This design comes from an exercise in tuning for small area, a short achievable clock period and few clock cycles on the open sky130 flow, not from production work. Where RTL was checked, it was by simulation tests only, not by an equivalence proof against the original. Function not checked in run 2: the RTL went through the layout flow alone. No activity file was given, so power comes from the tool's default toggle rates.

<file path="flow/design.v">
`timescale 1ns / 1ps
module fmultiplier(
    input  wire        clk,
    input  wire        rst,
    input  wire        valid,       
    input  wire [31:0] a,
    input  wire [31:0] b,
    output reg  [31:0] z,
    output reg         out_valid    
);
    function automatic [4:0] msb23(input [22:0] x);
        integer i;
        begin
            msb23 = 5'd0;
            for (i = 0; i < 23; i = i + 1)
                if (x[i]) msb23 = i[4:0];
        end
    endfunction
    function automatic [4:0] tz24(input [23:0] x);
        integer i;
        reg found;
        begin
            tz24 = 5'd24;
            found = 1'b0;
            for (i = 0; i < 24; i = i + 1)
                if (!found && x[i]) begin
                    tz24 = i[4:0];
                    found = 1'b1;
                end
        end
    endfunction
    wire        sa = a[31], sb = b[31];
    wire [7:0]  ea = a[30:23], eb = b[30:23];
    wire [22:0] fa = a[22:0], fb = b[22:0];
    wire a_ez = (ea == 8'h00), b_ez = (eb == 8'h00);
    wire a_eo = (ea == 8'hFF), b_eo = (eb == 8'hFF);
    wire a_fz = (fa == 23'd0), b_fz = (fb == 23'd0);
    wire a_nan  = a_eo & ~a_fz, b_nan  = b_eo & ~b_fz;
    wire a_inf  = a_eo &  a_fz, b_inf  = b_eo &  b_fz;
    wire a_zero = a_ez &  a_fz, b_zero = b_ez &  b_fz;
    wire is_nan  = a_nan | b_nan | (a_inf & b_zero) | (b_inf & a_zero);
    wire is_inf  = a_inf | b_inf;
    wire is_zero = a_zero | b_zero;
    wire [23:0] ma = {~a_ez, fa};
    wire [23:0] mb = {~b_ez, fb};
    wire [7:0]  xa = {ea[7:1], ea[0] | a_ez};
    wire [7:0]  xb = {eb[7:1], eb[0] | b_ez};
    wire [26:0] yb = {2'b00, mb, 1'b0};
    wire [12:0] bn;               
    wire [24:0] bm0, bm1, bm2, bm3, bm4, bm5, bm6, bm7, bm8, bm9, bm10, bm11, bm12;
    wire [24:0] bmx [0:12];
    genvar gi;
    generate
        for (gi = 0; gi < 13; gi = gi + 1) begin : g_booth
            wire d2 = yb[2*gi+2], d1 = yb[2*gi+1], d0 = yb[2*gi];
            wire one = d1 ^ d0;
            wire two = ~one & (d2 ^ d1);
            assign bn[gi] = d2;
            assign bmx[gi] = (({25{one}} & {1'b0, ma}) | ({25{two}} & {ma, 1'b0})) ^ {25{bn[gi]}};
        end
    endgenerate
    assign bm0 = bmx[0];   assign bm1 = bmx[1];   assign bm2 = bmx[2];
    assign bm3 = bmx[3];   assign bm4 = bmx[4];   assign bm5 = bmx[5];
    assign bm6 = bmx[6];   assign bm7 = bmx[7];   assign bm8 = bmx[8];
    assign bm9 = bmx[9];   assign bm10 = bmx[10]; assign bm11 = bmx[11];
    assign bm12 = bmx[12];
    wire hs0, hc0;
    fmul_ha u_ha0 (.a(bn[8]), .b(bm0[16]), .s(hs0), .co(hc0));
    wire hs1, hc1;
    fmul_ha u_ha1 (.a(bm0[17]), .b(bm1[15]), .s(hs1), .co(hc1));
    wire fs0, fc0;
    fmul_fa u_fa0 (.a(bn[9]), .b(bm0[18]), .c(bm1[16]), .s(fs0), .co(fc0));
    wire hs2, hc2;
    fmul_ha u_ha2 (.a(bm2[14]), .b(bm3[12]), .s(hs2), .co(hc2));
    wire fs1, fc1;
    fmul_fa u_fa1 (.a(bm0[19]), .b(bm1[17]), .c(bm2[15]), .s(fs1), .co(fc1));
    wire hs3, hc3;
    fmul_ha u_ha3 (.a(bm3[13]), .b(bm4[11]), .s(hs3), .co(hc3));
    wire fs2, fc2;
    fmul_fa u_fa2 (.a(bn[10]), .b(bm0[20]), .c(bm1[18]), .s(fs2), .co(fc2));
    wire fs3, fc3;
    fmul_fa u_fa3 (.a(bm2[16]), .b(bm3[14]), .c(bm4[12]), .s(fs3), .co(fc3));
    wire hs4, hc4;
    fmul_ha u_ha4 (.a(bm5[10]), .b(bm6[8]), .s(hs4), .co(hc4));
    wire fs4, fc4;
    fmul_fa u_fa4 (.a(bm0[21]), .b(bm1[19]), .c(bm2[17]), .s(fs4), .co(fc4));
    wire fs5, fc5;
    fmul_fa u_fa5 (.a(bm3[15]), .b(bm4[13]), .c(bm5[11]), .s(fs5), .co(fc5));
    wire hs5, hc5;
    fmul_ha u_ha5 (.a(bm6[9]), .b(bm7[7]), .s(hs5), .co(hc5));
    wire fs6, fc6;
    fmul_fa u_fa6 (.a(bn[11]), .b(bm0[22]), .c(bm1[20]), .s(fs6), .co(fc6));
    wire fs7, fc7;
    fmul_fa u_fa7 (.a(bm2[18]), .b(bm3[16]), .c(bm4[14]), .s(fs7), .co(fc7));
    wire fs8, fc8;
    fmul_fa u_fa8 (.a(bm5[12]), .b(bm6[10]), .c(bm7[8]), .s(fs8), .co(fc8));
    wire hs6, hc6;
    fmul_ha u_ha6 (.a(bm8[6]), .b(bm9[4]), .s(hs6), .co(hc6));
    wire fs9, fc9;
    fmul_fa u_fa9 (.a(bm0[23]), .b(bm1[21]), .c(bm2[19]), .s(fs9), .co(fc9));
    wire fs10, fc10;
    fmul_fa u_fa10 (.a(bm3[17]), .b(bm4[15]), .c(bm5[13]), .s(fs10), .co(fc10));
    wire fs11, fc11;
    fmul_fa u_fa11 (.a(bm6[11]), .b(bm7[9]), .c(bm8[7]), .s(fs11), .co(fc11));
    wire hs7, hc7;
    fmul_ha u_ha7 (.a(bm9[5]), .b(bm10[3]), .s(hs7), .co(hc7));
    wire fs12, fc12;
    fmul_fa u_fa12 (.a(bm0[24]), .b(bm1[22]), .c(bm2[20]), .s(fs12), .co(fc12));
    wire fs13, fc13;
    fmul_fa u_fa13 (.a(bm3[18]), .b(bm4[16]), .c(bm5[14]), .s(fs13), .co(fc13));
    wire fs14, fc14;
    fmul_fa u_fa14 (.a(bm6[12]), .b(bm7[10]), .c(bm8[8]), .s(fs14), .co(fc14));
    wire fs15, fc15;
    fmul_fa u_fa15 (.a(bm9[6]), .b(bm10[4]), .c(bm11[2]), .s(fs15), .co(fc15));
    wire fs16, fc16;
    fmul_fa u_fa16 (.a(bn[0]), .b(bm1[23]), .c(bm2[21]), .s(fs16), .co(fc16));
    wire fs17, fc17;
    fmul_fa u_fa17 (.a(bm3[19]), .b(bm4[17]), .c(bm5[15]), .s(fs17), .co(fc17));
    wire fs18, fc18;
    fmul_fa u_fa18 (.a(bm6[13]), .b(bm7[11]), .c(bm8[9]), .s(fs18), .co(fc18));
    wire fs19, fc19;
    fmul_fa u_fa19 (.a(bm9[7]), .b(bm10[5]), .c(bm11[3]), .s(fs19), .co(fc19));
    wire fs20, fc20;
    fmul_fa u_fa20 (.a(bn[0]), .b(bm1[24]), .c(bm2[22]), .s(fs20), .co(fc20));
    wire fs21, fc21;
    fmul_fa u_fa21 (.a(bm3[20]), .b(bm4[18]), .c(bm5[16]), .s(fs21), .co(fc21));
    wire fs22, fc22;
    fmul_fa u_fa22 (.a(bm6[14]), .b(bm7[12]), .c(bm8[10]), .s(fs22), .co(fc22));
    wire fs23, fc23;
    fmul_fa u_fa23 (.a(bm9[8]), .b(bm10[6]), .c(bm11[4]), .s(fs23), .co(fc23));
    wire fs24, fc24;
    fmul_fa u_fa24 (.a(~bn[0]), .b(~bn[1]), .c(bm2[23]), .s(fs24), .co(fc24));
    wire fs25, fc25;
    fmul_fa u_fa25 (.a(bm3[21]), .b(bm4[19]), .c(bm5[17]), .s(fs25), .co(fc25));
    wire fs26, fc26;
    fmul_fa u_fa26 (.a(bm6[15]), .b(bm7[13]), .c(bm8[11]), .s(fs26), .co(fc26));
    wire fs27, fc27;
    fmul_fa u_fa27 (.a(bm9[9]), .b(bm10[7]), .c(bm11[5]), .s(fs27), .co(fc27));
    wire fs28, fc28;
    fmul_fa u_fa28 (.a(1'b1), .b(bm2[24]), .c(bm3[22]), .s(fs28), .co(fc28));
    wire fs29, fc29;
    fmul_fa u_fa29 (.a(bm4[20]), .b(bm5[18]), .c(bm6[16]), .s(fs29), .co(fc29));
    wire fs30, fc30;
    fmul_fa u_fa30 (.a(bm7[14]), .b(bm8[12]), .c(bm9[10]), .s(fs30), .co(fc30));
    wire hs8, hc8;
    fmul_ha u_ha8 (.a(bm10[8]), .b(bm11[6]), .s(hs8), .co(hc8));
    wire fs31, fc31;
    fmul_fa u_fa31 (.a(~bn[2]), .b(bm3[23]), .c(bm4[21]), .s(fs31), .co(fc31));
    wire fs32, fc32;
    fmul_fa u_fa32 (.a(bm5[19]), .b(bm6[17]), .c(bm7[15]), .s(fs32), .co(fc32));
    wire fs33, fc33;
    fmul_fa u_fa33 (.a(bm8[13]), .b(bm9[11]), .c(bm10[9]), .s(fs33), .co(fc33));
    wire fs34, fc34;
    fmul_fa u_fa34 (.a(1'b1), .b(bm3[24]), .c(bm4[22]), .s(fs34), .co(fc34));
    wire fs35, fc35;
    fmul_fa u_fa35 (.a(bm5[20]), .b(bm6[18]), .c(bm7[16]), .s(fs35), .co(fc35));
    wire hs9, hc9;
    fmul_ha u_ha9 (.a(bm8[14]), .b(bm9[12]), .s(hs9), .co(hc9));
    wire fs36, fc36;
    fmul_fa u_fa36 (.a(~bn[3]), .b(bm4[23]), .c(bm5[21]), .s(fs36), .co(fc36));
    wire fs37, fc37;
    fmul_fa u_fa37 (.a(bm6[19]), .b(bm7[17]), .c(bm8[15]), .s(fs37), .co(fc37));
    wire fs38, fc38;
    fmul_fa u_fa38 (.a(1'b1), .b(bm4[24]), .c(bm5[22]), .s(fs38), .co(fc38));
    wire hs10, hc10;
    fmul_ha u_ha10 (.a(bm6[20]), .b(bm7[18]), .s(hs10), .co(hc10));
    wire fs39, fc39;
    fmul_fa u_fa39 (.a(~bn[4]), .b(bm5[23]), .c(bm6[21]), .s(fs39), .co(fc39));
    wire hs11, hc11;
    fmul_ha u_ha11 (.a(1'b1), .b(bm5[24]), .s(hs11), .co(hc11));
    wire hs12, hc12;
    fmul_ha u_ha12 (.a(bn[5]), .b(bm0[10]), .s(hs12), .co(hc12));
    wire hs13, hc13;
    fmul_ha u_ha13 (.a(bm0[11]), .b(bm1[9]), .s(hs13), .co(hc13));
    wire fs40, fc40;
    fmul_fa u_fa40 (.a(bn[6]), .b(bm0[12]), .c(bm1[10]), .s(fs40), .co(fc40));
    wire hs14, hc14;
    fmul_ha u_ha14 (.a(bm2[8]), .b(bm3[6]), .s(hs14), .co(hc14));
    wire fs41, fc41;
    fmul_fa u_fa41 (.a(bm0[13]), .b(bm1[11]), .c(bm2[9]), .s(fs41), .co(fc41));
    wire hs15, hc15;
    fmul_ha u_ha15 (.a(bm3[7]), .b(bm4[5]), .s(hs15), .co(hc15));
    wire fs42, fc42;
    fmul_fa u_fa42 (.a(bn[7]), .b(bm0[14]), .c(bm1[12]), .s(fs42), .co(fc42));
    wire fs43, fc43;
    fmul_fa u_fa43 (.a(bm2[10]), .b(bm3[8]), .c(bm4[6]), .s(fs43), .co(fc43));
    wire hs16, hc16;
    fmul_ha u_ha16 (.a(bm5[4]), .b(bm6[2]), .s(hs16), .co(hc16));
    wire fs44, fc44;
    fmul_fa u_fa44 (.a(bm0[15]), .b(bm1[13]), .c(bm2[11]), .s(fs44), .co(fc44));
    wire fs45, fc45;
    fmul_fa u_fa45 (.a(bm3[9]), .b(bm4[7]), .c(bm5[5]), .s(fs45), .co(fc45));
    wire hs17, hc17;
    fmul_ha u_ha17 (.a(bm6[3]), .b(bm7[1]), .s(hs17), .co(hc17));
    wire fs46, fc46;
    fmul_fa u_fa46 (.a(bm1[14]), .b(bm2[12]), .c(bm3[10]), .s(fs46), .co(fc46));
    wire fs47, fc47;
    fmul_fa u_fa47 (.a(bm4[8]), .b(bm5[6]), .c(bm6[4]), .s(fs47), .co(fc47));
    wire fs48, fc48;
    fmul_fa u_fa48 (.a(bm7[2]), .b(bm8[0]), .c(hs0), .s(fs48), .co(fc48));
    wire fs49, fc49;
    fmul_fa u_fa49 (.a(bm2[13]), .b(bm3[11]), .c(bm4[9]), .s(fs49), .co(fc49));
    wire fs50, fc50;
    fmul_fa u_fa50 (.a(bm5[7]), .b(bm6[5]), .c(bm7[3]), .s(fs50), .co(fc50));
    wire fs51, fc51;
    fmul_fa u_fa51 (.a(bm8[1]), .b(hc0), .c(hs1), .s(fs51), .co(fc51));
    wire fs52, fc52;
    fmul_fa u_fa52 (.a(bm4[10]), .b(bm5[8]), .c(bm6[6]), .s(fs52), .co(fc52));
    wire fs53, fc53;
    fmul_fa u_fa53 (.a(bm7[4]), .b(bm8[2]), .c(bm9[0]), .s(fs53), .co(fc53));
    wire fs54, fc54;
    fmul_fa u_fa54 (.a(hc1), .b(hs2), .c(fs0), .s(fs54), .co(fc54));
    wire fs55, fc55;
    fmul_fa u_fa55 (.a(bm5[9]), .b(bm6[7]), .c(bm7[5]), .s(fs55), .co(fc55));
    wire fs56, fc56;
    fmul_fa u_fa56 (.a(bm8[3]), .b(bm9[1]), .c(hc2), .s(fs56), .co(fc56));
    wire fs57, fc57;
    fmul_fa u_fa57 (.a(hs3), .b(fc0), .c(fs1), .s(fs57), .co(fc57));
    wire fs58, fc58;
    fmul_fa u_fa58 (.a(bm7[6]), .b(bm8[4]), .c(bm9[2]), .s(fs58), .co(fc58));
    wire fs59, fc59;
    fmul_fa u_fa59 (.a(bm10[0]), .b(hc3), .c(hs4), .s(fs59), .co(fc59));
    wire fs60, fc60;
    fmul_fa u_fa60 (.a(fc1), .b(fs2), .c(fs3), .s(fs60), .co(fc60));
    wire fs61, fc61;
    fmul_fa u_fa61 (.a(bm8[5]), .b(bm9[3]), .c(bm10[1]), .s(fs61), .co(fc61));
    wire fs62, fc62;
    fmul_fa u_fa62 (.a(hc4), .b(hs5), .c(fc2), .s(fs62), .co(fc62));
    wire fs63, fc63;
    fmul_fa u_fa63 (.a(fc3), .b(fs4), .c(fs5), .s(fs63), .co(fc63));
    wire fs64, fc64;
    fmul_fa u_fa64 (.a(bm10[2]), .b(bm11[0]), .c(hc5), .s(fs64), .co(fc64));
    wire fs65, fc65;
    fmul_fa u_fa65 (.a(hs6), .b(fc4), .c(fc5), .s(fs65), .co(fc65));
    wire fs66, fc66;
    fmul_fa u_fa66 (.a(fs6), .b(fs7), .c(fs8), .s(fs66), .co(fc66));
    wire fs67, fc67;
    fmul_fa u_fa67 (.a(bm11[1]), .b(hc6), .c(hs7), .s(fs67), .co(fc67));
    wire fs68, fc68;
    fmul_fa u_fa68 (.a(fc6), .b(fc7), .c(fc8), .s(fs68), .co(fc68));
    wire fs69, fc69;
    fmul_fa u_fa69 (.a(fs9), .b(fs10), .c(fs11), .s(fs69), .co(fc69));
    wire fs70, fc70;
    fmul_fa u_fa70 (.a(bm12[0]), .b(hc7), .c(fc9), .s(fs70), .co(fc70));
    wire fs71, fc71;
    fmul_fa u_fa71 (.a(fc10), .b(fc11), .c(fs12), .s(fs71), .co(fc71));
    wire fs72, fc72;
    fmul_fa u_fa72 (.a(fs13), .b(fs14), .c(fs15), .s(fs72), .co(fc72));
    wire fs73, fc73;
    fmul_fa u_fa73 (.a(bm12[1]), .b(fc12), .c(fc13), .s(fs73), .co(fc73));
    wire fs74, fc74;
    fmul_fa u_fa74 (.a(fc14), .b(fc15), .c(fs16), .s(fs74), .co(fc74));
    wire fs75, fc75;
    fmul_fa u_fa75 (.a(fs17), .b(fs18), .c(fs19), .s(fs75), .co(fc75));
    wire fs76, fc76;
    fmul_fa u_fa76 (.a(bm12[2]), .b(fc16), .c(fc17), .s(fs76), .co(fc76));
    wire fs77, fc77;
    fmul_fa u_fa77 (.a(fc18), .b(fc19), .c(fs20), .s(fs77), .co(fc77));
    wire fs78, fc78;
    fmul_fa u_fa78 (.a(fs21), .b(fs22), .c(fs23), .s(fs78), .co(fc78));
    wire fs79, fc79;
    fmul_fa u_fa79 (.a(bm12[3]), .b(fc20), .c(fc21), .s(fs79), .co(fc79));
    wire fs80, fc80;
    fmul_fa u_fa80 (.a(fc22), .b(fc23), .c(fs24), .s(fs80), .co(fc80));
    wire fs81, fc81;
    fmul_fa u_fa81 (.a(fs25), .b(fs26), .c(fs27), .s(fs81), .co(fc81));
    wire fs82, fc82;
    fmul_fa u_fa82 (.a(bm12[4]), .b(hs8), .c(fc24), .s(fs82), .co(fc82));
    wire fs83, fc83;
    fmul_fa u_fa83 (.a(fc25), .b(fc26), .c(fc27), .s(fs83), .co(fc83));
    wire fs84, fc84;
    fmul_fa u_fa84 (.a(fs28), .b(fs29), .c(fs30), .s(fs84), .co(fc84));
    wire fs85, fc85;
    fmul_fa u_fa85 (.a(bm11[7]), .b(bm12[5]), .c(hc8), .s(fs85), .co(fc85));
    wire fs86, fc86;
    fmul_fa u_fa86 (.a(fc28), .b(fc29), .c(fc30), .s(fs86), .co(fc86));
    wire fs87, fc87;
    fmul_fa u_fa87 (.a(fs31), .b(fs32), .c(fs33), .s(fs87), .co(fc87));
    wire fs88, fc88;
    fmul_fa u_fa88 (.a(bm10[10]), .b(bm11[8]), .c(bm12[6]), .s(fs88), .co(fc88));
    wire fs89, fc89;
    fmul_fa u_fa89 (.a(hs9), .b(fc31), .c(fc32), .s(fs89), .co(fc89));
    wire fs90, fc90;
    fmul_fa u_fa90 (.a(fc33), .b(fs34), .c(fs35), .s(fs90), .co(fc90));
    wire fs91, fc91;
    fmul_fa u_fa91 (.a(bm9[13]), .b(bm10[11]), .c(bm11[9]), .s(fs91), .co(fc91));
    wire fs92, fc92;
    fmul_fa u_fa92 (.a(bm12[7]), .b(hc9), .c(fc34), .s(fs92), .co(fc92));
    wire fs93, fc93;
    fmul_fa u_fa93 (.a(fc35), .b(fs36), .c(fs37), .s(fs93), .co(fc93));
    wire fs94, fc94;
    fmul_fa u_fa94 (.a(bm8[16]), .b(bm9[14]), .c(bm10[12]), .s(fs94), .co(fc94));
    wire fs95, fc95;
    fmul_fa u_fa95 (.a(bm11[10]), .b(bm12[8]), .c(hs10), .s(fs95), .co(fc95));
    wire fs96, fc96;
    fmul_fa u_fa96 (.a(fc36), .b(fc37), .c(fs38), .s(fs96), .co(fc96));
    wire fs97, fc97;
    fmul_fa u_fa97 (.a(bm7[19]), .b(bm8[17]), .c(bm9[15]), .s(fs97), .co(fc97));
    wire fs98, fc98;
    fmul_fa u_fa98 (.a(bm10[13]), .b(bm11[11]), .c(bm12[9]), .s(fs98), .co(fc98));
    wire fs99, fc99;
    fmul_fa u_fa99 (.a(hc10), .b(fc38), .c(fs39), .s(fs99), .co(fc99));
    wire fs100, fc100;
    fmul_fa u_fa100 (.a(bm6[22]), .b(bm7[20]), .c(bm8[18]), .s(fs100), .co(fc100));
    wire fs101, fc101;
    fmul_fa u_fa101 (.a(bm9[16]), .b(bm10[14]), .c(bm11[12]), .s(fs101), .co(fc101));
    wire fs102, fc102;
    fmul_fa u_fa102 (.a(bm12[10]), .b(hs11), .c(fc39), .s(fs102), .co(fc102));
    wire fs103, fc103;
    fmul_fa u_fa103 (.a(~bn[5]), .b(bm6[23]), .c(bm7[21]), .s(fs103), .co(fc103));
    wire fs104, fc104;
    fmul_fa u_fa104 (.a(bm8[19]), .b(bm9[17]), .c(bm10[15]), .s(fs104), .co(fc104));
    wire fs105, fc105;
    fmul_fa u_fa105 (.a(bm11[13]), .b(bm12[11]), .c(hc11), .s(fs105), .co(fc105));
    wire fs106, fc106;
    fmul_fa u_fa106 (.a(1'b1), .b(bm6[24]), .c(bm7[22]), .s(fs106), .co(fc106));
    wire fs107, fc107;
    fmul_fa u_fa107 (.a(bm8[20]), .b(bm9[18]), .c(bm10[16]), .s(fs107), .co(fc107));
    wire hs18, hc18;
    fmul_ha u_ha18 (.a(bm11[14]), .b(bm12[12]), .s(hs18), .co(hc18));
    wire fs108, fc108;
    fmul_fa u_fa108 (.a(~bn[6]), .b(bm7[23]), .c(bm8[21]), .s(fs108), .co(fc108));
    wire fs109, fc109;
    fmul_fa u_fa109 (.a(bm9[19]), .b(bm10[17]), .c(bm11[15]), .s(fs109), .co(fc109));
    wire fs110, fc110;
    fmul_fa u_fa110 (.a(1'b1), .b(bm7[24]), .c(bm8[22]), .s(fs110), .co(fc110));
    wire hs19, hc19;
    fmul_ha u_ha19 (.a(bm9[20]), .b(bm10[18]), .s(hs19), .co(hc19));
    wire fs111, fc111;
    fmul_fa u_fa111 (.a(~bn[7]), .b(bm8[23]), .c(bm9[21]), .s(fs111), .co(fc111));
    wire hs20, hc20;
    fmul_ha u_ha20 (.a(1'b1), .b(bm8[24]), .s(hs20), .co(hc20));
    wire hs21, hc21;
    fmul_ha u_ha21 (.a(bn[3]), .b(bm0[6]), .s(hs21), .co(hc21));
    wire hs22, hc22;
    fmul_ha u_ha22 (.a(bm0[7]), .b(bm1[5]), .s(hs22), .co(hc22));
    wire fs112, fc112;
    fmul_fa u_fa112 (.a(bn[4]), .b(bm0[8]), .c(bm1[6]), .s(fs112), .co(fc112));
    wire hs23, hc23;
    fmul_ha u_ha23 (.a(bm2[4]), .b(bm3[2]), .s(hs23), .co(hc23));
    wire fs113, fc113;
    fmul_fa u_fa113 (.a(bm0[9]), .b(bm1[7]), .c(bm2[5]), .s(fs113), .co(fc113));
    wire hs24, hc24;
    fmul_ha u_ha24 (.a(bm3[3]), .b(bm4[1]), .s(hs24), .co(hc24));
    wire fs114, fc114;
    fmul_fa u_fa114 (.a(bm1[8]), .b(bm2[6]), .c(bm3[4]), .s(fs114), .co(fc114));
    wire fs115, fc115;
    fmul_fa u_fa115 (.a(bm4[2]), .b(bm5[0]), .c(hs12), .s(fs115), .co(fc115));
    wire fs116, fc116;
    fmul_fa u_fa116 (.a(bm2[7]), .b(bm3[5]), .c(bm4[3]), .s(fs116), .co(fc116));
    wire fs117, fc117;
    fmul_fa u_fa117 (.a(bm5[1]), .b(hc12), .c(hs13), .s(fs117), .co(fc117));
    wire fs118, fc118;
    fmul_fa u_fa118 (.a(bm4[4]), .b(bm5[2]), .c(bm6[0]), .s(fs118), .co(fc118));
    wire fs119, fc119;
    fmul_fa u_fa119 (.a(hc13), .b(hs14), .c(fs40), .s(fs119), .co(fc119));
    wire fs120, fc120;
    fmul_fa u_fa120 (.a(bm5[3]), .b(bm6[1]), .c(hc14), .s(fs120), .co(fc120));
    wire fs121, fc121;
    fmul_fa u_fa121 (.a(hs15), .b(fc40), .c(fs41), .s(fs121), .co(fc121));
    wire fs122, fc122;
    fmul_fa u_fa122 (.a(bm7[0]), .b(hc15), .c(hs16), .s(fs122), .co(fc122));
    wire fs123, fc123;
    fmul_fa u_fa123 (.a(fc41), .b(fs42), .c(fs43), .s(fs123), .co(fc123));
    wire fs124, fc124;
    fmul_fa u_fa124 (.a(hc16), .b(hs17), .c(fc42), .s(fs124), .co(fc124));
    wire fs125, fc125;
    fmul_fa u_fa125 (.a(fc43), .b(fs44), .c(fs45), .s(fs125), .co(fc125));
    wire fs126, fc126;
    fmul_fa u_fa126 (.a(hc17), .b(fc44), .c(fc45), .s(fs126), .co(fc126));
    wire fs127, fc127;
    fmul_fa u_fa127 (.a(fs46), .b(fs47), .c(fs48), .s(fs127), .co(fc127));
    wire fs128, fc128;
    fmul_fa u_fa128 (.a(fc46), .b(fc47), .c(fs49), .s(fs128), .co(fc128));
    wire fs129, fc129;
    fmul_fa u_fa129 (.a(fs50), .b(fc48), .c(fs51), .s(fs129), .co(fc129));
    wire fs130, fc130;
    fmul_fa u_fa130 (.a(fc49), .b(fc50), .c(fs52), .s(fs130), .co(fc130));
    wire fs131, fc131;
    fmul_fa u_fa131 (.a(fs53), .b(fc51), .c(fs54), .s(fs131), .co(fc131));
    wire fs132, fc132;
    fmul_fa u_fa132 (.a(fc52), .b(fc53), .c(fs55), .s(fs132), .co(fc132));
    wire fs133, fc133;
    fmul_fa u_fa133 (.a(fs56), .b(fc54), .c(fs57), .s(fs133), .co(fc133));
    wire fs134, fc134;
    fmul_fa u_fa134 (.a(fc55), .b(fs58), .c(fc56), .s(fs134), .co(fc134));
    wire fs135, fc135;
    fmul_fa u_fa135 (.a(fs59), .b(fc57), .c(fs60), .s(fs135), .co(fc135));
    wire fs136, fc136;
    fmul_fa u_fa136 (.a(fc58), .b(fs61), .c(fc59), .s(fs136), .co(fc136));
    wire fs137, fc137;
    fmul_fa u_fa137 (.a(fc60), .b(fs62), .c(fs63), .s(fs137), .co(fc137));
    wire fs138, fc138;
    fmul_fa u_fa138 (.a(fc61), .b(fs64), .c(fc62), .s(fs138), .co(fc138));
    wire fs139, fc139;
    fmul_fa u_fa139 (.a(fc63), .b(fs65), .c(fs66), .s(fs139), .co(fc139));
    wire fs140, fc140;
    fmul_fa u_fa140 (.a(fc64), .b(fs67), .c(fc65), .s(fs140), .co(fc140));
    wire fs141, fc141;
    fmul_fa u_fa141 (.a(fc66), .b(fs68), .c(fs69), .s(fs141), .co(fc141));
    wire fs142, fc142;
    fmul_fa u_fa142 (.a(fc67), .b(fc68), .c(fc69), .s(fs142), .co(fc142));
    wire fs143, fc143;
    fmul_fa u_fa143 (.a(fs70), .b(fs71), .c(fs72), .s(fs143), .co(fc143));
    wire fs144, fc144;
    fmul_fa u_fa144 (.a(fc70), .b(fc71), .c(fc72), .s(fs144), .co(fc144));
    wire fs145, fc145;
    fmul_fa u_fa145 (.a(fs73), .b(fs74), .c(fs75), .s(fs145), .co(fc145));
    wire fs146, fc146;
    fmul_fa u_fa146 (.a(fc73), .b(fc74), .c(fc75), .s(fs146), .co(fc146));
    wire fs147, fc147;
    fmul_fa u_fa147 (.a(fs76), .b(fs77), .c(fs78), .s(fs147), .co(fc147));
    wire fs148, fc148;
    fmul_fa u_fa148 (.a(fc76), .b(fc77), .c(fc78), .s(fs148), .co(fc148));
    wire fs149, fc149;
    fmul_fa u_fa149 (.a(fs79), .b(fs80), .c(fs81), .s(fs149), .co(fc149));
    wire fs150, fc150;
    fmul_fa u_fa150 (.a(fc79), .b(fc80), .c(fc81), .s(fs150), .co(fc150));
    wire fs151, fc151;
    fmul_fa u_fa151 (.a(fs82), .b(fs83), .c(fs84), .s(fs151), .co(fc151));
    wire fs152, fc152;
    fmul_fa u_fa152 (.a(fs85), .b(fc82), .c(fc83), .s(fs152), .co(fc152));
    wire fs153, fc153;
    fmul_fa u_fa153 (.a(fc84), .b(fs86), .c(fs87), .s(fs153), .co(fc153));
    wire fs154, fc154;
    fmul_fa u_fa154 (.a(fs88), .b(fc85), .c(fc86), .s(fs154), .co(fc154));
    wire fs155, fc155;
    fmul_fa u_fa155 (.a(fc87), .b(fs89), .c(fs90), .s(fs155), .co(fc155));
    wire fs156, fc156;
    fmul_fa u_fa156 (.a(fc88), .b(fs91), .c(fc89), .s(fs156), .co(fc156));
    wire fs157, fc157;
    fmul_fa u_fa157 (.a(fc90), .b(fs92), .c(fs93), .s(fs157), .co(fc157));
    wire fs158, fc158;
    fmul_fa u_fa158 (.a(fc91), .b(fs94), .c(fs95), .s(fs158), .co(fc158));
    wire fs159, fc159;
    fmul_fa u_fa159 (.a(fc92), .b(fc93), .c(fs96), .s(fs159), .co(fc159));
    wire fs160, fc160;
    fmul_fa u_fa160 (.a(fc94), .b(fs97), .c(fs98), .s(fs160), .co(fc160));
    wire fs161, fc161;
    fmul_fa u_fa161 (.a(fc95), .b(fc96), .c(fs99), .s(fs161), .co(fc161));
    wire fs162, fc162;
    fmul_fa u_fa162 (.a(fc97), .b(fc98), .c(fs100), .s(fs162), .co(fc162));
    wire fs163, fc163;
    fmul_fa u_fa163 (.a(fs101), .b(fc99), .c(fs102), .s(fs163), .co(fc163));
    wire fs164, fc164;
    fmul_fa u_fa164 (.a(fc100), .b(fc101), .c(fs103), .s(fs164), .co(fc164));
    wire fs165, fc165;
    fmul_fa u_fa165 (.a(fs104), .b(fs105), .c(fc102), .s(fs165), .co(fc165));
    wire fs166, fc166;
    fmul_fa u_fa166 (.a(hs18), .b(fc103), .c(fc104), .s(fs166), .co(fc166));
    wire fs167, fc167;
    fmul_fa u_fa167 (.a(fs106), .b(fs107), .c(fc105), .s(fs167), .co(fc167));
    wire fs168, fc168;
    fmul_fa u_fa168 (.a(bm12[13]), .b(hc18), .c(fc106), .s(fs168), .co(fc168));
    wire fs169, fc169;
    fmul_fa u_fa169 (.a(fc107), .b(fs108), .c(fs109), .s(fs169), .co(fc169));
    wire fs170, fc170;
    fmul_fa u_fa170 (.a(bm11[16]), .b(bm12[14]), .c(hs19), .s(fs170), .co(fc170));
    wire fs171, fc171;
    fmul_fa u_fa171 (.a(fc108), .b(fc109), .c(fs110), .s(fs171), .co(fc171));
    wire fs172, fc172;
    fmul_fa u_fa172 (.a(bm10[19]), .b(bm11[17]), .c(bm12[15]), .s(fs172), .co(fc172));
    wire fs173, fc173;
    fmul_fa u_fa173 (.a(hc19), .b(fc110), .c(fs111), .s(fs173), .co(fc173));
    wire fs174, fc174;
    fmul_fa u_fa174 (.a(bm9[22]), .b(bm10[20]), .c(bm11[18]), .s(fs174), .co(fc174));
    wire fs175, fc175;
    fmul_fa u_fa175 (.a(bm12[16]), .b(hs20), .c(fc111), .s(fs175), .co(fc175));
    wire fs176, fc176;
    fmul_fa u_fa176 (.a(~bn[8]), .b(bm9[23]), .c(bm10[21]), .s(fs176), .co(fc176));
    wire fs177, fc177;
    fmul_fa u_fa177 (.a(bm11[19]), .b(bm12[17]), .c(hc20), .s(fs177), .co(fc177));
    wire fs178, fc178;
    fmul_fa u_fa178 (.a(1'b1), .b(bm9[24]), .c(bm10[22]), .s(fs178), .co(fc178));
    wire hs25, hc25;
    fmul_ha u_ha25 (.a(bm11[20]), .b(bm12[18]), .s(hs25), .co(hc25));
    wire fs179, fc179;
    fmul_fa u_fa179 (.a(~bn[9]), .b(bm10[23]), .c(bm11[21]), .s(fs179), .co(fc179));
    wire hs26, hc26;
    fmul_ha u_ha26 (.a(1'b1), .b(bm10[24]), .s(hs26), .co(hc26));
    wire hs27, hc27;
    fmul_ha u_ha27 (.a(bn[2]), .b(bm0[4]), .s(hs27), .co(hc27));
    wire hs28, hc28;
    fmul_ha u_ha28 (.a(bm0[5]), .b(bm1[3]), .s(hs28), .co(hc28));
    wire fs180, fc180;
    fmul_fa u_fa180 (.a(bm1[4]), .b(bm2[2]), .c(bm3[0]), .s(fs180), .co(fc180));
    wire fs181, fc181;
    fmul_fa u_fa181 (.a(bm2[3]), .b(bm3[1]), .c(hc21), .s(fs181), .co(fc181));
    wire fs182, fc182;
    fmul_fa u_fa182 (.a(bm4[0]), .b(hc22), .c(hs23), .s(fs182), .co(fc182));
    wire fs183, fc183;
    fmul_fa u_fa183 (.a(hc23), .b(hs24), .c(fc112), .s(fs183), .co(fc183));
    wire fs184, fc184;
    fmul_fa u_fa184 (.a(hc24), .b(fc113), .c(fs114), .s(fs184), .co(fc184));
    wire fs185, fc185;
    fmul_fa u_fa185 (.a(fc114), .b(fs116), .c(fc115), .s(fs185), .co(fc185));
    wire fs186, fc186;
    fmul_fa u_fa186 (.a(fc116), .b(fs118), .c(fc117), .s(fs186), .co(fc186));
    wire fs187, fc187;
    fmul_fa u_fa187 (.a(fc118), .b(fs120), .c(fc119), .s(fs187), .co(fc187));
    wire fs188, fc188;
    fmul_fa u_fa188 (.a(fc120), .b(fs122), .c(fc121), .s(fs188), .co(fc188));
    wire fs189, fc189;
    fmul_fa u_fa189 (.a(fc122), .b(fc123), .c(fs124), .s(fs189), .co(fc189));
    wire fs190, fc190;
    fmul_fa u_fa190 (.a(fc124), .b(fc125), .c(fs126), .s(fs190), .co(fc190));
    wire fs191, fc191;
    fmul_fa u_fa191 (.a(fc126), .b(fs128), .c(fc127), .s(fs191), .co(fc191));
    wire fs192, fc192;
    fmul_fa u_fa192 (.a(fc128), .b(fs130), .c(fc129), .s(fs192), .co(fc192));
    wire fs193, fc193;
    fmul_fa u_fa193 (.a(fc130), .b(fs132), .c(fc131), .s(fs193), .co(fc193));
    wire fs194, fc194;
    fmul_fa u_fa194 (.a(fc132), .b(fs134), .c(fc133), .s(fs194), .co(fc194));
    wire fs195, fc195;
    fmul_fa u_fa195 (.a(fc134), .b(fs136), .c(fc135), .s(fs195), .co(fc195));
    wire fs196, fc196;
    fmul_fa u_fa196 (.a(fc136), .b(fs138), .c(fc137), .s(fs196), .co(fc196));
    wire fs197, fc197;
    fmul_fa u_fa197 (.a(fc138), .b(fs140), .c(fc139), .s(fs197), .co(fc197));
    wire fs198, fc198;
    fmul_fa u_fa198 (.a(fc140), .b(fc141), .c(fs142), .s(fs198), .co(fc198));
    wire fs199, fc199;
    fmul_fa u_fa199 (.a(fc142), .b(fc143), .c(fs144), .s(fs199), .co(fc199));
    wire fs200, fc200;
    fmul_fa u_fa200 (.a(fc144), .b(fc145), .c(fs146), .s(fs200), .co(fc200));
    wire fs201, fc201;
    fmul_fa u_fa201 (.a(fc146), .b(fc147), .c(fs148), .s(fs201), .co(fc201));
    wire fs202, fc202;
    fmul_fa u_fa202 (.a(fc148), .b(fc149), .c(fs150), .s(fs202), .co(fc202));
    wire fs203, fc203;
    fmul_fa u_fa203 (.a(fc150), .b(fs152), .c(fc151), .s(fs203), .co(fc203));
    wire fs204, fc204;
    fmul_fa u_fa204 (.a(fc152), .b(fs154), .c(fc153), .s(fs204), .co(fc204));
    wire fs205, fc205;
    fmul_fa u_fa205 (.a(fc154), .b(fs156), .c(fc155), .s(fs205), .co(fc205));
    wire fs206, fc206;
    fmul_fa u_fa206 (.a(fs158), .b(fc156), .c(fc157), .s(fs206), .co(fc206));
    wire fs207, fc207;
    fmul_fa u_fa207 (.a(fs160), .b(fc158), .c(fc159), .s(fs207), .co(fc207));
    wire fs208, fc208;
    fmul_fa u_fa208 (.a(fc160), .b(fs162), .c(fc161), .s(fs208), .co(fc208));
    wire fs209, fc209;
    fmul_fa u_fa209 (.a(fc162), .b(fs164), .c(fc163), .s(fs209), .co(fc209));
    wire fs210, fc210;
    fmul_fa u_fa210 (.a(fc164), .b(fs166), .c(fs167), .s(fs210), .co(fc210));
    wire fs211, fc211;
    fmul_fa u_fa211 (.a(fc166), .b(fs168), .c(fs169), .s(fs211), .co(fc211));
    wire fs212, fc212;
    fmul_fa u_fa212 (.a(fs170), .b(fc168), .c(fc169), .s(fs212), .co(fc212));
    wire fs213, fc213;
    fmul_fa u_fa213 (.a(fs172), .b(fc170), .c(fc171), .s(fs213), .co(fc213));
    wire fs214, fc214;
    fmul_fa u_fa214 (.a(fc172), .b(fs174), .c(fc173), .s(fs214), .co(fc214));
    wire fs215, fc215;
    fmul_fa u_fa215 (.a(fc174), .b(fs176), .c(fs177), .s(fs215), .co(fc215));
    wire fs216, fc216;
    fmul_fa u_fa216 (.a(hs25), .b(fc176), .c(fs178), .s(fs216), .co(fc216));
    wire fs217, fc217;
    fmul_fa u_fa217 (.a(bm12[19]), .b(hc25), .c(fc178), .s(fs217), .co(fc217));
    wire fs218, fc218;
    fmul_fa u_fa218 (.a(bm11[22]), .b(bm12[20]), .c(hs26), .s(fs218), .co(fc218));
    wire fs219, fc219;
    fmul_fa u_fa219 (.a(~bn[10]), .b(bm11[23]), .c(bm12[21]), .s(fs219), .co(fc219));
    wire hs29, hc29;
    fmul_ha u_ha29 (.a(1'b1), .b(bm11[24]), .s(hs29), .co(hc29));
    wire hs30, hc30;
    fmul_ha u_ha30 (.a(bn[1]), .b(bm0[2]), .s(hs30), .co(hc30));
    wire hs31, hc31;
    fmul_ha u_ha31 (.a(bm0[3]), .b(bm1[1]), .s(hs31), .co(hc31));
    wire fs220, fc220;
    fmul_fa u_fa220 (.a(bm1[2]), .b(bm2[0]), .c(hs27), .s(fs220), .co(fc220));
    wire fs221, fc221;
    fmul_fa u_fa221 (.a(bm2[1]), .b(hc27), .c(hs28), .s(fs221), .co(fc221));
    wire fs222, fc222;
    fmul_fa u_fa222 (.a(hc28), .b(hs21), .c(fs180), .s(fs222), .co(fc222));
    wire fs223, fc223;
    fmul_fa u_fa223 (.a(hs22), .b(fc180), .c(fs181), .s(fs223), .co(fc223));
    wire fs224, fc224;
    fmul_fa u_fa224 (.a(fs112), .b(fc181), .c(fs182), .s(fs224), .co(fc224));
    wire fs225, fc225;
    fmul_fa u_fa225 (.a(fs113), .b(fc182), .c(fs183), .s(fs225), .co(fc225));
    wire fs226, fc226;
    fmul_fa u_fa226 (.a(fs115), .b(fc183), .c(fs184), .s(fs226), .co(fc226));
    wire fs227, fc227;
    fmul_fa u_fa227 (.a(fs117), .b(fc184), .c(fs185), .s(fs227), .co(fc227));
    wire fs228, fc228;
    fmul_fa u_fa228 (.a(fs119), .b(fc185), .c(fs186), .s(fs228), .co(fc228));
    wire fs229, fc229;
    fmul_fa u_fa229 (.a(fs121), .b(fc186), .c(fs187), .s(fs229), .co(fc229));
    wire fs230, fc230;
    fmul_fa u_fa230 (.a(fs123), .b(fc187), .c(fs188), .s(fs230), .co(fc230));
    wire fs231, fc231;
    fmul_fa u_fa231 (.a(fs125), .b(fc188), .c(fs189), .s(fs231), .co(fc231));
    wire fs232, fc232;
    fmul_fa u_fa232 (.a(fs127), .b(fc189), .c(fs190), .s(fs232), .co(fc232));
    wire fs233, fc233;
    fmul_fa u_fa233 (.a(fs129), .b(fc190), .c(fs191), .s(fs233), .co(fc233));
    wire fs234, fc234;
    fmul_fa u_fa234 (.a(fs131), .b(fc191), .c(fs192), .s(fs234), .co(fc234));
    wire fs235, fc235;
    fmul_fa u_fa235 (.a(fs133), .b(fc192), .c(fs193), .s(fs235), .co(fc235));
    wire fs236, fc236;
    fmul_fa u_fa236 (.a(fs135), .b(fc193), .c(fs194), .s(fs236), .co(fc236));
    wire fs237, fc237;
    fmul_fa u_fa237 (.a(fs137), .b(fc194), .c(fs195), .s(fs237), .co(fc237));
    wire fs238, fc238;
    fmul_fa u_fa238 (.a(fs139), .b(fc195), .c(fs196), .s(fs238), .co(fc238));
    wire fs239, fc239;
    fmul_fa u_fa239 (.a(fs141), .b(fc196), .c(fs197), .s(fs239), .co(fc239));
    wire fs240, fc240;
    fmul_fa u_fa240 (.a(fs143), .b(fc197), .c(fs198), .s(fs240), .co(fc240));
    wire fs241, fc241;
    fmul_fa u_fa241 (.a(fs145), .b(fc198), .c(fs199), .s(fs241), .co(fc241));
    wire fs242, fc242;
    fmul_fa u_fa242 (.a(fs147), .b(fc199), .c(fs200), .s(fs242), .co(fc242));
    wire fs243, fc243;
    fmul_fa u_fa243 (.a(fs149), .b(fc200), .c(fs201), .s(fs243), .co(fc243));
    wire fs244, fc244;
    fmul_fa u_fa244 (.a(fs151), .b(fc201), .c(fs202), .s(fs244), .co(fc244));
    wire fs245, fc245;
    fmul_fa u_fa245 (.a(fs153), .b(fc202), .c(fs203), .s(fs245), .co(fc245));
    wire fs246, fc246;
    fmul_fa u_fa246 (.a(fs155), .b(fc203), .c(fs204), .s(fs246), .co(fc246));
    wire fs247, fc247;
    fmul_fa u_fa247 (.a(fs157), .b(fc204), .c(fs205), .s(fs247), .co(fc247));
    wire fs248, fc248;
    fmul_fa u_fa248 (.a(fs159), .b(fc205), .c(fs206), .s(fs248), .co(fc248));
    wire fs249, fc249;
    fmul_fa u_fa249 (.a(fs161), .b(fc206), .c(fs207), .s(fs249), .co(fc249));
    wire fs250, fc250;
    fmul_fa u_fa250 (.a(fs163), .b(fc207), .c(fs208), .s(fs250), .co(fc250));
    wire fs251, fc251;
    fmul_fa u_fa251 (.a(fs165), .b(fs209), .c(fc208), .s(fs251), .co(fc251));
    wire fs252, fc252;
    fmul_fa u_fa252 (.a(fc165), .b(fs210), .c(fc209), .s(fs252), .co(fc252));
    wire fs253, fc253;
    fmul_fa u_fa253 (.a(fc167), .b(fs211), .c(fc210), .s(fs253), .co(fc253));
    wire fs254, fc254;
    fmul_fa u_fa254 (.a(fs171), .b(fc211), .c(fs212), .s(fs254), .co(fc254));
    wire fs255, fc255;
    fmul_fa u_fa255 (.a(fs173), .b(fc212), .c(fs213), .s(fs255), .co(fc255));
    wire fs256, fc256;
    fmul_fa u_fa256 (.a(fs175), .b(fc213), .c(fs214), .s(fs256), .co(fc256));
    wire fs257, fc257;
    fmul_fa u_fa257 (.a(fc175), .b(fs215), .c(fc214), .s(fs257), .co(fc257));
    wire fs258, fc258;
    fmul_fa u_fa258 (.a(fc177), .b(fs216), .c(fc215), .s(fs258), .co(fc258));
    wire fs259, fc259;
    fmul_fa u_fa259 (.a(fs179), .b(fc216), .c(fs217), .s(fs259), .co(fc259));
    wire fs260, fc260;
    fmul_fa u_fa260 (.a(fc179), .b(fs218), .c(fc217), .s(fs260), .co(fc260));
    wire fs261, fc261;
    fmul_fa u_fa261 (.a(hc26), .b(fs219), .c(fc218), .s(fs261), .co(fc261));
    wire fs262, fc262;
    fmul_fa u_fa262 (.a(bm12[22]), .b(hs29), .c(fc219), .s(fs262), .co(fc262));
    wire fs263, fc263;
    fmul_fa u_fa263 (.a(~bn[11]), .b(bm12[23]), .c(hc29), .s(fs263), .co(fc263));
    wire [47:0] s_row = {fs263, fs262, fs261, fc259, fs259, fs258, fs257, fc255, fc254, fs254, fs253, fs252, fc250, fc249, fc248, fc247, fc246, fc245, fc244, fc243, fc242, fc241, fc240, fc239, fc238, fc237, fc236, fc235, fc234, fc233, fc232, fc231, fc230, fc229, fc228, fc227, fc226, fc225, fc224, fc223, fc222, fc221, fc220, hc31, hc30, bm1[0], bm0[1], bn[0]};
    wire [47:0] c_row = {fc262, fc261, fc260, fs260, fc258, fc257, fc256, fs256, fs255, fc253, fc252, fc251, fs251, fs250, fs249, fs248, fs247, fs246, fs245, fs244, fs243, fs242, fs241, fs240, fs239, fs238, fs237, fs236, fs235, fs234, fs233, fs232, fs231, fs230, fs229, fs228, fs227, fs226, fs225, fs224, fs223, fs222, fs221, fs220, hs31, hs30, 1'b0, bm0[0]};
    wire [4:0]  ka  = msb23(fa), kb = msb23(fb);    
    wire [5:0]  tzs = tz24(ma) + tz24(mb);          
    wire [8:0]  xs  = {1'b0, xa} + {1'b0, xb};
    wire signed [10:0] u_nn = $signed({2'b00, xs}) - 11'sd128;
    wire signed [10:0] u_an = $signed({3'b000, xb}) + $signed({6'd0, ka}) - 11'sd150;
    wire signed [10:0] u_bn = $signed({3'b000, xa}) + $signed({6'd0, kb}) - 11'sd150;
    wire signed [10:0] u  = a_ez ? u_an : (b_ez ? u_bn : u_nn);
    wire        nrm = ~u[10];                       
    wire [4:0]  t1  = a_ez ? ka : (b_ez ? kb : 5'd23);    
    wire signed [10:0] t2 = 11'sd151 - $signed({2'b00, xs});    
    wire        t2big = (xs < 9'd88);               
    wire [5:0]  t2c = t2big ? 6'd63 : t2[5:0];
    wire [5:0]  tsh = nrm ? {1'b0, t1} : t2c;       
    wire [7:0]  e_0 = nrm ? u[7:0] : 8'd0;          
    wire        ovf_hi = nrm & (u >= 11'sd254);
    wire        ovf_eq = nrm & (u == 11'sd253);
    wire        special = is_nan | is_inf | is_zero;
    wire        uf = (xs < 9'd103);                 
    wire        slow = ~special & ~uf & (a_ez | b_ez | u_nn[10]);
    localparam K = 16;
    wire [K:0]  p_lo = {1'b0, s_row[K-1:0]} + {1'b0, c_row[K-1:0]};
    reg [47:K] r_s, r_c;
    reg [K-1:0] r_plo;
    reg        r_cy;
    reg [5:0]  r_tsh;
    reg [5:0]  r_tzs;
    reg [7:0]  r_e0;
    reg        r_ovh, r_ove, r_sz, r_nan, r_inf, r_zero, r_slow;
    reg        r_v1;              
    reg        r_v2;              
    reg [47:22] r_q;              
    wire        hold = r_v1 & r_slow;
    always @(posedge clk) begin
        r_s    <= s_row[47:K];
        r_c    <= c_row[47:K];
        r_plo  <= p_lo[K-1:0];
        r_cy   <= p_lo[K];
    end
    always @(posedge clk) begin
        if (!hold) begin
            r_e0   <= e_0;
            r_tsh  <= tsh;
            r_tzs  <= tzs;
            r_ovh  <= ovf_hi & ~is_zero;
            r_ove  <= ovf_eq & ~is_zero;
            r_sz   <= sa ^ sb;
            r_nan  <= is_nan;
            r_inf  <= is_inf;
            r_zero <= is_zero | uf;
            r_slow <= slow;
        end
    end
    always @(posedge clk or posedge rst) begin
        if (rst) begin
            r_v1 <= 1'b0;
            r_v2 <= 1'b0;
        end else begin
            r_v1 <= valid;
            r_v2 <= r_v1 & r_slow;
        end
    end
    wire [47:K] p_hi = r_s + r_c + {{(47-K){1'b0}}, r_cy};
    wire [47:0] p = {p_hi, r_plo};
    wire [70:0] x  = {p, 23'd0};
    wire [70:0] qx = x >> r_tsh;
    always @(posedge clk) r_q <= qx[47:22];
    wire [47:22] q = r_v2 ? r_q : p[47:22];
    wire [7:0]  e_1 = r_e0 + 8'd1;
    wire [7:0]  e_2 = r_e0 + 8'd2;
    wire        st1 = (r_tzs < r_tsh);
    wire        st0 = (r_tzs + 6'd1 < r_tsh);
    wire        inc_h = q[23] & (st1 | q[24]);
    wire [30:0] pk_h0 = {e_2, q[46:24]};
    wire [30:0] pk_h1 = pk_h0 + 31'd1;
    wire [30:0] pk_h  = inc_h ? pk_h1 : pk_h0;
    wire        inc_l = q[22] & (st0 | q[23]);
    wire [30:0] pk_l0 = {(q[46] ? e_1 : r_e0), q[45:23]};
    wire [30:0] pk_l1 = pk_l0 + 31'd1;
    wire [30:0] pk_l  = inc_l ? pk_l1 : pk_l0;
    wire [30:0] pk    = q[47] ? pk_h : pk_l;
    wire        ovf   = r_ovh | (r_ove & q[47]);
    always @(*) out_valid = (r_v1 & ~r_slow) | r_v2;
    always @(*) begin
        if (r_nan)
            z = 32'h7FC0_0000;
        else if (r_inf | ovf)
            z = {r_sz, 8'hFF, 23'd0};
        else if (r_zero)
            z = {r_sz, 31'd0};
        else
            z = {r_sz, pk};
    end
endmodule
module fmul_fa(input wire a, input wire b, input wire c, output wire s, output wire co);
    assign s  = a ^ b ^ c;
    assign co = (a & b) | (a & c) | (b & c);
endmodule
module fmul_ha(input wire a, input wire b, output wire s, output wire co);
    assign s  = a ^ b;
    assign co = a & b;
endmodule
</file>
<file path="flow/flow/run.sh">
#!/bin/bash
# Standard layout, with the ports buffered by buf cells instead of the delay
# buffer that buffer_ports picks by default.
export BUFFER_PORTS_ARGS="-buffer_cell sky130_fd_sc_hd__buf_2"
bash standard.sh > standard.log 2>&1
</file>
<file path="flow/standard.sh">
#!/bin/bash
# synth_recipe.tcl (not shown) runs the flow's synth.tcl, then flattens the netlist and writes it again
# the make line also repeats each setting of config.mk as NAME=value (left out here)
make -C /OpenROAD-flow-scripts/flow DESIGN_CONFIG=/design/flow/config.mk WORK_HOME=/design/flow/orfs CLKGATE_MAP_FILE= SYNTH_SCRIPT=/design/flow/synth_recipe.tcl "${@:-finish}"
</file>
<file path="flow/config.mk">
export PLATFORM = sky130hd
export DESIGN_NAME = fmultiplier
export DESIGN_NICKNAME = fmultiplier
export VERILOG_FILES = /design/flow/design.v
export SDC_FILE = /design/flow/constraint.sdc
export NUM_CORES = 4
export LEC_CHECK = 0
export ABC_AREA = 1
export CAP_MARGIN = 20
export CORE_MARGIN = 2
export CORE_UTILIZATION = 40
export PLACE_DENSITY = 0.6
export SETUP_SLACK_MARGIN = 4.0
export SLEW_MARGIN = 20
export SYNTH_HIERARCHICAL = 1
</file>
<file path="flow/constraint.sdc">
create_clock -name core_clock -period 10.0 [get_ports {clk}]
set_input_delay 2.0000 -clock core_clock [delete_from_list [all_inputs] [get_ports {clk}]]
set_output_delay 2.0000 -clock core_clock [all_outputs]
set_load 0.01 [all_outputs]
</file>
==> summary.md, run 1 <==
| Metric | Value |
|---|---|
| Result of the run | `complete, no violations` |
| Skew final | `about 21 ps` |
| Post-synthesis sequential area ratio | `a little under an eighth` |
| Max-slew violations | `0` |
| Highest cell delay on the worst timing path | `700 ps` |
| Number of buffers created by CTS | `17` |
| Endpoint type of the worst setup path | `register` |
| Final std cell area, no fill | `0.0294 sq mm` |
| Mean instance size in the synthesized netlist | `a little over 7 sq um` |
| Placed instance area | `0.0276 sq mm` |
| Core area | `0.0646 sq mm` |
| Area Overhead vs Synth | `12.4%` |
| Commonest register cell after synthesis | `sky130_fd_sc_hd__dfxtp_1` |
| TritonCTS clock tree | `done` |
| Ports | `100` |
| Routed len/inst | `21.7 um` |
| Number of flops mapped to enable cells by yosys | `27` |
| Number of warnings printed during yosys synthesis | `7` |
| Required time of the worst setup path | `10260 ps` |
| Clk slew on worst S/H paths | `70 ps` |
| Number of buffers inserted for hold repair after clock tree synthesis | `0` |
| Total iterations of the first detailed-routing run | `6` |
| Delay-heaviest family, CP | `simple AND/OR/NAND/NOR gates` |
| Achievable Freq | `169 MHz` |
| Power density normalized to cell area | `375 mW/mm^2` |
| Worst path bufs/invs | `4` |
| Setup Total Neg Slack | `0 ps` |
| Worst setup SP type | `input port` |
| Setup repair after global routing missed its margin | `true` |
| Vias | `about 26000` |
| Hold crit path type | `register to register` |
| Via count of the first global-routing pass | `24994` |
| Inserted Diodes | `0` |
| Post-Synthesis Cells | `3663` |
| Total design power | `11.0 mW` |
| Count of unique library cells instantiated by Yosys | `between 60 and 70` |
| Leakage power of the design | `13.6 nW` |
| Most frequent standard cell in the layout excluding fill and tap cells | `sky130_fd_sc_hd__nand2_1` |
| Slew of the pin with the lowest slew margin | `941 ps` |
| Clock latency on the worst-skew pair | `480 ps` |
| Post-synthesis async set-or-reset flop share | `1.47%` |
| GRT Total Usage | `~29%` |
| Via density per instance | `5.73` |
| DRC errors left | `0` |
| Worst slew margin | `36.9%` |
| Ratio of cells with drive above 1 in the final layout | `13.3%` |
| Most used cell, CP | `sky130_fd_sc_hd__nor2_1` |
| Global-route wire length before repair | `149000 um` |
| List of cells traversed by the critical path | `buf_2, nor2_1, inv_1, nor2_1, nand4_1, nor2_1, inv_1, nor2_1, nand2_1, o31ai_1, nor3_1, o211ai_1, ha_1, inv_1, fa_1, o21ai_0, xor2_1` |
| Final HPWL from detailed placement | `72600 um` |
| Max_cap viols | `0` |
| Antenna-violating nets left | `0` |
| Register bit count reported by yosys | `136` |
| Summed instance area of the synthesized netlist | `0.0262 sq mm` |
| Maximum clock path buffer count | `2` |
| Worst ir drop on vdd | `0.181 mV` |
| Effective utilization at floorplan | `40.6%` |
| Finish-stage setup viols | `0` |
| Core Util, Final | `a little under half` |
| H-Tree Level Count | `4` |
| Die Height | `260 um` |
| Crit-path slowest cell | `sky130_fd_sc_hd__o31ai_1` |
| Die outline area | `approximately 0.068 sq mm` |
| Kind of critical path | `input port to register` |
| Gr ovfl total | `0` |
| CTS Root Buffer Type | `sky130_fd_sc_hd__clkbuf_16` |
| Commonest cells after routing, fill and taps aside | `sky130_fd_sc_hd__nand2_1, sky130_fd_sc_hd__xor2_1, sky130_fd_sc_hd__inv_1` |
| Count of nets after finishing | `4201` |
| Number of sinks driven by the clock tree | `approximately 140` |
| Peak fanout along the critical path | `4` |
| Initial detailed-routing violation count | `3016` |
| Filler Cells Inserted | `~6600` |
| Final count of hold timing violations | `0` |
| Time the worst path needs with I/O delays and setup | `5910 ps` |
| Largest net degree at the start of global routing | `60` |
| Number of rows in the core area | `93` |
| Routability-driven placement congestion ratio | `1.01` |
| Antenna violations before repair | `4` |
| Period Utilization, post-route | `just under 60%` |
| Horizontal die dimension | `260 um` |
| Post-detailed-routing wire length | `approximately 100000 um` |
| Port Buffers | `99` |
| Data arrival time of the worst path | `6170 ps` |
state kept, by name (all words and copies together), names as in the netlist, 6 cells and up:
| name | count |
|---|---|
| r_q | 26 |
| r_c | 32 |
| r_tzs | 6 |
| r_plo | 16 |
| r_e0 | 8 |
| r_s | 32 |
| r_tsh | 6 |
final timing paths:
kind / from / endpoint / slack (ps) / cells past startpoint
worst max-delay path: a[1] / r_tzs[4] / 4090 / 17
worst min-delay path: r_v1 / r_v2 / 550 / 2
worst max register to register: r_s[16] / r_q[46] / 6740 / 21
worst min register to register: r_v1 / r_v2 / 550 / 2
max in group asynchronous: rst / r_v2 / 8480 / 2
min in group asynchronous: rst / r_v1 / 1380 / 2
stage by stage:
| stage | hold slack (ps) | instances | worst slack (ps) |
|---|---|---|---|
| after floorplan | 609 | 3672 | 4000 |
| after global placement | 550 | 4494 | 3040 |
| after detailed placement | 536 | 4494 | 2970 |
| after CTS | 568 | 4533 | 3940 |
| after global routing | 604 | 4580 | 3950 |
| final | 554 | 4580 | 4090 |
repair_timing:
action                     in CTS  in global routing
gates cloned                    1                  7
pin swaps                       6                 25
buffers inserted                6                 40
gates resized for setup        55                151
setup endpoints to repair      83                 76
final cells by class:
class,instances,area [sq um],area share (%)
clock inverter,14,164,0.557
tap,855,1070,3.63
multi-input combinational,2941,21500,72.9
inverter,393,1510,5.13
clock buffer,18,429,1.46
timing repair buffer,223,1780,6.06
sequential,136,3010,10.2
tightest hold or removal path: stages (launching register included):
cell	delay, ps
sky130_fd_sc_hd__dfrtp_1	350
sky130_fd_sc_hd__nand2_1	100
sky130_fd_sc_hd__inv_1	60
where the power goes:
part	leakage (nW)	switching, mW	internal, mW
Sequential	1.22	0.142	0.926
Clock	0.281	0.277	0.372
Combinational	12.1	5.93	3.39
Total	13.6	6.35	4.69
cell usage after synthesis, types with 32 or more instances:
cell | instances | area share (%)
sky130_fd_sc_hd__clkbuf_1 | 159 | 2.3
sky130_fd_sc_hd__nand4_1 | 34 | 0.81
sky130_fd_sc_hd__fa_1 | 270 | 21
sky130_fd_sc_hd__o21ai_0 | 141 | 2.7
sky130_fd_sc_hd__nand2_1 | 796 | 11
sky130_fd_sc_hd__a21oi_1 | 104 | 2.0
sky130_fd_sc_hd__buf_1 | 32 | 0.46
sky130_fd_sc_hd__o22ai_1 | 281 | 6.7
sky130_fd_sc_hd__xor2_1 | 342 | 11
sky130_fd_sc_hd__nand2_2 | 35 | 0.84
sky130_fd_sc_hd__ha_1 | 152 | 7.3
sky130_fd_sc_hd__inv_1 | 347 | 5.0
sky130_fd_sc_hd__nand3_1 | 299 | 5.7
sky130_fd_sc_hd__nor2_1 | 242 | 3.5
sky130_fd_sc_hd__dfxtp_1 | 107 | 8.2
per-module statistics from Yosys, one instance, submodules excluded:
module,times used,cell area (sq um),cells inside,flip-flops and latches
fmultiplier,1,20500,3367,136
fmul_fa,264,20.0,1,0
fmul_ha,32,12.5,1,0
cell families after synthesis:
family / after synthesis / share of synthesized area, %
AND/OR/NAND/NOR: 1518 / 25.4
AO/OA/AOI/OAI: 619 / 14.1
buffers and inverters: 596 / 8.66
adder cells (fa/ha/maj): 422 / 27.9
XOR/XNOR: 362 / 12.1
flip-flops: 136 / 11.5
multiplexers: 9 / 0.344
other: 1 / 0.0143
metal layers:
metal	up-vias	track usage (%)	part of all wire, %
met5	-	0	0.013
li1	12174	-	-
met1	12377	38.9	42
met2	1390	43.4	43
met3	292	6.42	9.6
met4	2	15.5	5.6
Testbench counts, summed over its fixed seeds: cycles 16,082.
==> run 2, diff against run 1 <==
--- a/flow/design.v
+++ b/flow/design.v
@@ -719,7 +719,8 @@
             r_v2 <= r_v1 & r_slow;
         end
     end
-    wire [47:K] p_hi = r_s + r_c + {{(47-K){1'b0}}, r_cy};
+    wire [48:K] p_hc = {r_s, 1'b1} + {r_c, r_cy};
+    wire [47:K] p_hi = p_hc[48:K+1];
     wire [47:0] p = {p_hi, r_plo};
     wire [70:0] x  = {p, 23'd0};
     wire [70:0] qx = x >> r_tsh;
==> run 2 against run 1 <==
  * Still clean
  * First-iteration DRC count is 4.7% lower
  * Die area increased by 0.18%
  * Synthesized cell count grew 1.1%
  * Non-clock buffer count decreased by 14
  * Critical path depth is the same
  * Power down 0.20%
  * Flip-flop and latch count stayed put
  * Routed wire length down 0.96%
  * Largest power group unchanged
==> summary.md, run 2 <==
| Metric | Value |
|---|---|
| Area used by sequential logic in the layout | `0.00301 sq mm (unchanged)` |
| Mean instance size in the synthesized netlist | `7.09 sq um (-0.90%)` |
| Peak fanout along the critical path | `30 (+26)` |
| Required time of the worst setup path | `10360 ps (+100 ps)` |
| Antenna-violating nets left | `0 (unchanged)` |
| Achievable Freq | `169 MHz (about the same)` |
| Routed len/inst | `21.4 um (-1.7%)` |
| Register bit count reported by yosys | `136 (unchanged)` |
| List of cells traversed by the critical path | `buf_2, buf_12, inv_1, ha_1, nand2_4, o22ai_2, xor2_1, ha_1, fa_1, fa_1, fa_1, ha_1, nand2_1, nor2_1, a211oi_1, o21ai_0, xor2_1` |
| CTS Root Buffer Type | `sky130_fd_sc_hd__clkbuf_16` |
| Commonest register cell after synthesis | `sky130_fd_sc_hd__dfxtp_1` |
| GRT Total Usage | `28.9% (-0.15 points)` |
| Multi-input combinational cell area | `0.0216 sq mm (+0.65%)` |
| Most frequent standard cell in the layout excluding fill and tap cells | `sky130_fd_sc_hd__nand2_1` |
| Registers with the highest flip-flop counts | `r_c x32, r_s x32, r_q x26` |
| Slew of the pin with the lowest slew margin | `1020 ps (+78.4 ps)` |
| Die Height | `260 um (about the same)` |
| Finish-stage setup viols | `0 (unchanged)` |
| Setup Total Neg Slack | `0 ps (unchanged)` |
| Global-route wire length before repair | `149000 um (-0.17%)` |
| Via count of the first global-routing pass | `24867 (-0.51%)` |
| Final instance count without filler cells | `4613 (+0.72%)` |
| Final setup slack of the worst path | `4080 ps (-5.54 ps)` |
| Most common cell in the netlist | `sky130_fd_sc_hd__nand2_1` |
| Post-Synthesis Cells | `3703 (+1.1%)` |
| Post-detailed-routing wire length | `98600 um (-0.96%)` |
| DRC errors left | `0 (unchanged)` |
| Worst path bufs/invs | `3 (-1)` |
| Inserted Diodes | `0 (unchanged)` |
| Comb power frac | `84.0% (-0.4 points)` |
| Count of unique library cells instantiated by Yosys | `63 (-6.0%)` |
| Power Internal | `4.63 mW (-1.2%)` |
| Worst setup SP type | `input port` |
| Power density normalized to cell area | `374 mW/mm^2 (-0.12%)` |
| Most area-hungry cell type in the Yosys netlist | `sky130_fd_sc_hd__fa_1` |
| Vias | `26330 (+0.36%)` |
| Routability-driven placement congestion ratio | `0.971 (-3.9%)` |
| Skew final | `14.9 ps (-5.67 ps)` |
| Leakage power of the design | `13.6 nW (-0.44%)` |
| Hold crit path type | `register to register` |
| TritonCTS clock tree | `done` |
| Result of the run | `complete, no violations` |
| Net Switching | `6.38 mW (+0.54%)` |
| Horizontal die dimension | `260 um (about the same)` |
| Die outline area | `0.0677 sq mm (+0.18%)` |
| Delay-heaviest family, CP | `adder cells` |
| Clock latency on the worst-skew pair | `480 ps (about the same)` |
| Synth cell count leaders | `sky130_fd_sc_hd__nand2_1, sky130_fd_sc_hd__inv_1, sky130_fd_sc_hd__xor2_1, sky130_fd_sc_hd__nand3_1, sky130_fd_sc_hd__o22ai_1` |
| Antenna violations before repair | `0 (-4)` |
| Post-placement setup slack | `2390 ps (-577 ps)` |
| Core area | `0.0647 sq mm (+0.18%)` |
| Number of buffers created by CTS | `17 (unchanged)` |
| Setup repair after global routing missed its margin | `true` |
| Number of warnings printed during yosys synthesis | `7 (unchanged)` |
| Crit-path slowest cell | `sky130_fd_sc_hd__fa_1` |
| Clk slew on worst S/H paths | `70 ps (about the same)` |
| Worst slew margin | `31.7% (-5.2 points)` |
| Number of rows in the core area | `93 (unchanged)` |
| Kind of critical path | `input port to register` |
| Top area cells in the synthesized netlist | `sky130_fd_sc_hd__fa_1, sky130_fd_sc_hd__nand2_1, sky130_fd_sc_hd__xor2_1` |
| Worst ir drop on vdd | `0.265 mV (+46%)` |
| Total iterations of the first detailed-routing run | `6 (unchanged)` |
| Final count of hold timing violations | `0 (unchanged)` |
| H-Tree Level Count | `4 (unchanged)` |
| Effective utilization at floorplan | `40.6% (about the same)` |
| Ratio of cells with drive above 1 in the final layout | `12.4% (-0.86 points)` |
| Gr ovfl total | `0 (unchanged)` |
| Time the worst path needs with I/O delays and setup | `5920 ps (+5.54 ps)` |
| Commonest cells after routing, fill and taps aside | `sky130_fd_sc_hd__nand2_1, sky130_fd_sc_hd__inv_1, sky130_fd_sc_hd__xor2_1` |
| Maximum clock path buffer count | `2 (unchanged)` |
| Area Overhead vs Synth | `12.1%` |
run 2: worst paths after layout:
| kind | slack (ps) | depth (start not counted) | endpoint | start |
|---|---|---|---|---|
| max | 4080 | 17 | r_plo[15] | b[13] |
| min | 850 | 3 | r_q[22] | r_tsh[5] |
| max reg2reg | 7000 | 20 | r_q[37] | r_cy |
| min reg2reg | 850 | 3 | r_q[22] | r_tsh[5] |
| max in group asynchronous | 8540 | 2 | r_v2 | rst |
| min in group asynchronous | 1350 | 2 | r_v1 | rst |
run 2: what timing repair did:
action / 4_1_cts / 5_1_grt
pin swaps: 2 / 19
endpoints found under the setup margin: 102 / 83
resized for setup: 60 / 132
hold buffers: 0 / 0
setup buffers: 21 / 30
cloned: 4 / 7
run 2: power by group through the flow:
stage | Clock, mW | Sequential, mW | Combinational, mW
floorplan | 0 | 1.00 | 6.24
CTS | 0.682 | 1.07 | 8.75
detailed placement | 0 | 1.08 | 8.57
finish | 0.673 | 1.09 | 9.24
global placement | 0 | 1.08 | 8.47
global route | 0.707 | 1.11 | 10.3
run 2: modules after synthesis, one instance, submodules excluded:
module       area, sq um  cells inside  flops+latches
fmultiplier        20600          3407            136
fmul_ha             12.5             1              0
fmul_fa             20.0             1              0
run 2: cell type report:
type                            instances  share of cell area, %
Timing Repair inverter                  4                 0.0936
Tap cell                              855                   3.64
Timing Repair Buffer                  209                   5.24
Inverter                              398                   5.27
Clock buffer                           17                   1.45
Sequential cell                       136                   10.2
Multi-Input combinational cell       2979                   73.5
Clock inverter                         15                  0.604
run 2: logic make-up after synthesis:
logic type                 after synthesis  synth area share, %
AOI/OAI and AO/OA                      634                 14.2
xor gates and xnor gates               354                 11.8
adders and majority gates              422                 27.8
buffers and inverters                  600                 8.75
DFF                                    136                 11.4
muxes                                    4                0.153
other                                    1               0.0143
and+or+nand+nor                       1552                 25.8
run 2: through the flow:
step                util [%]  hold WS, ps  total power [mW]
detailed placement      42.5          862              9.64
CTS                     44.1          868              10.5
floorplan                  -          585              7.24
global placement        42.5          866              9.55
global route            45.5          910              12.2
finish                  45.5          855              11.0
run 2: tightest hold or removal path, stage by stage, from the launching register on:
cell                       delay (ps)
sky130_fd_sc_hd__edfxtp_1         580
sky130_fd_sc_hd__a21oi_1          100
sky130_fd_sc_hd__o21ai_0           80
sky130_fd_sc_hd__nand2_1           50
run 2: layer usage:
| metal | vias to the layer above | routed length (um) | global-route usage [%] |
|---|---|---|---|
| met5 | - | 0 | 0 |
| met4 | 0 | 5310 | 15.1 |
| met3 | 238 | 9020 | 5.63 |
| met2 | 1335 | 42800 | 44.2 |
| met1 | 12481 | 41400 | 38.5 |
| li1 | 12276 | - | - |

[what the ideal ports hide]
Ports are ideal in the flow. The routed layouts listed here were re-timed in OpenROAD.
Step 1 assumes that a clkbuf_16 drives the clock port and a buf_2 every other input.
Step 2, shift: input delay + t, output delay - t, t = (earliest + latest rising clock arrival at the registers) / 2. This alone moves slack from input paths to output paths.
Three values: no drivers, after step 1, after step 2; two values: the first two.
run	t (ns)	slack for setup (ns)	worst data-port slew with drivers (ns)	cell pins on the clock port's net
run 1	0.534	4.086 / 4.073 / 3.595	0.08	1
run 2	0.538	4.080 / 4.091 / 3.568	0.07	1
After both steps setup and hold are still met in every run listed. The setup slack of run 2, which loses most, moves by +0.011 ns with the drivers and by -0.512 ns with both steps.
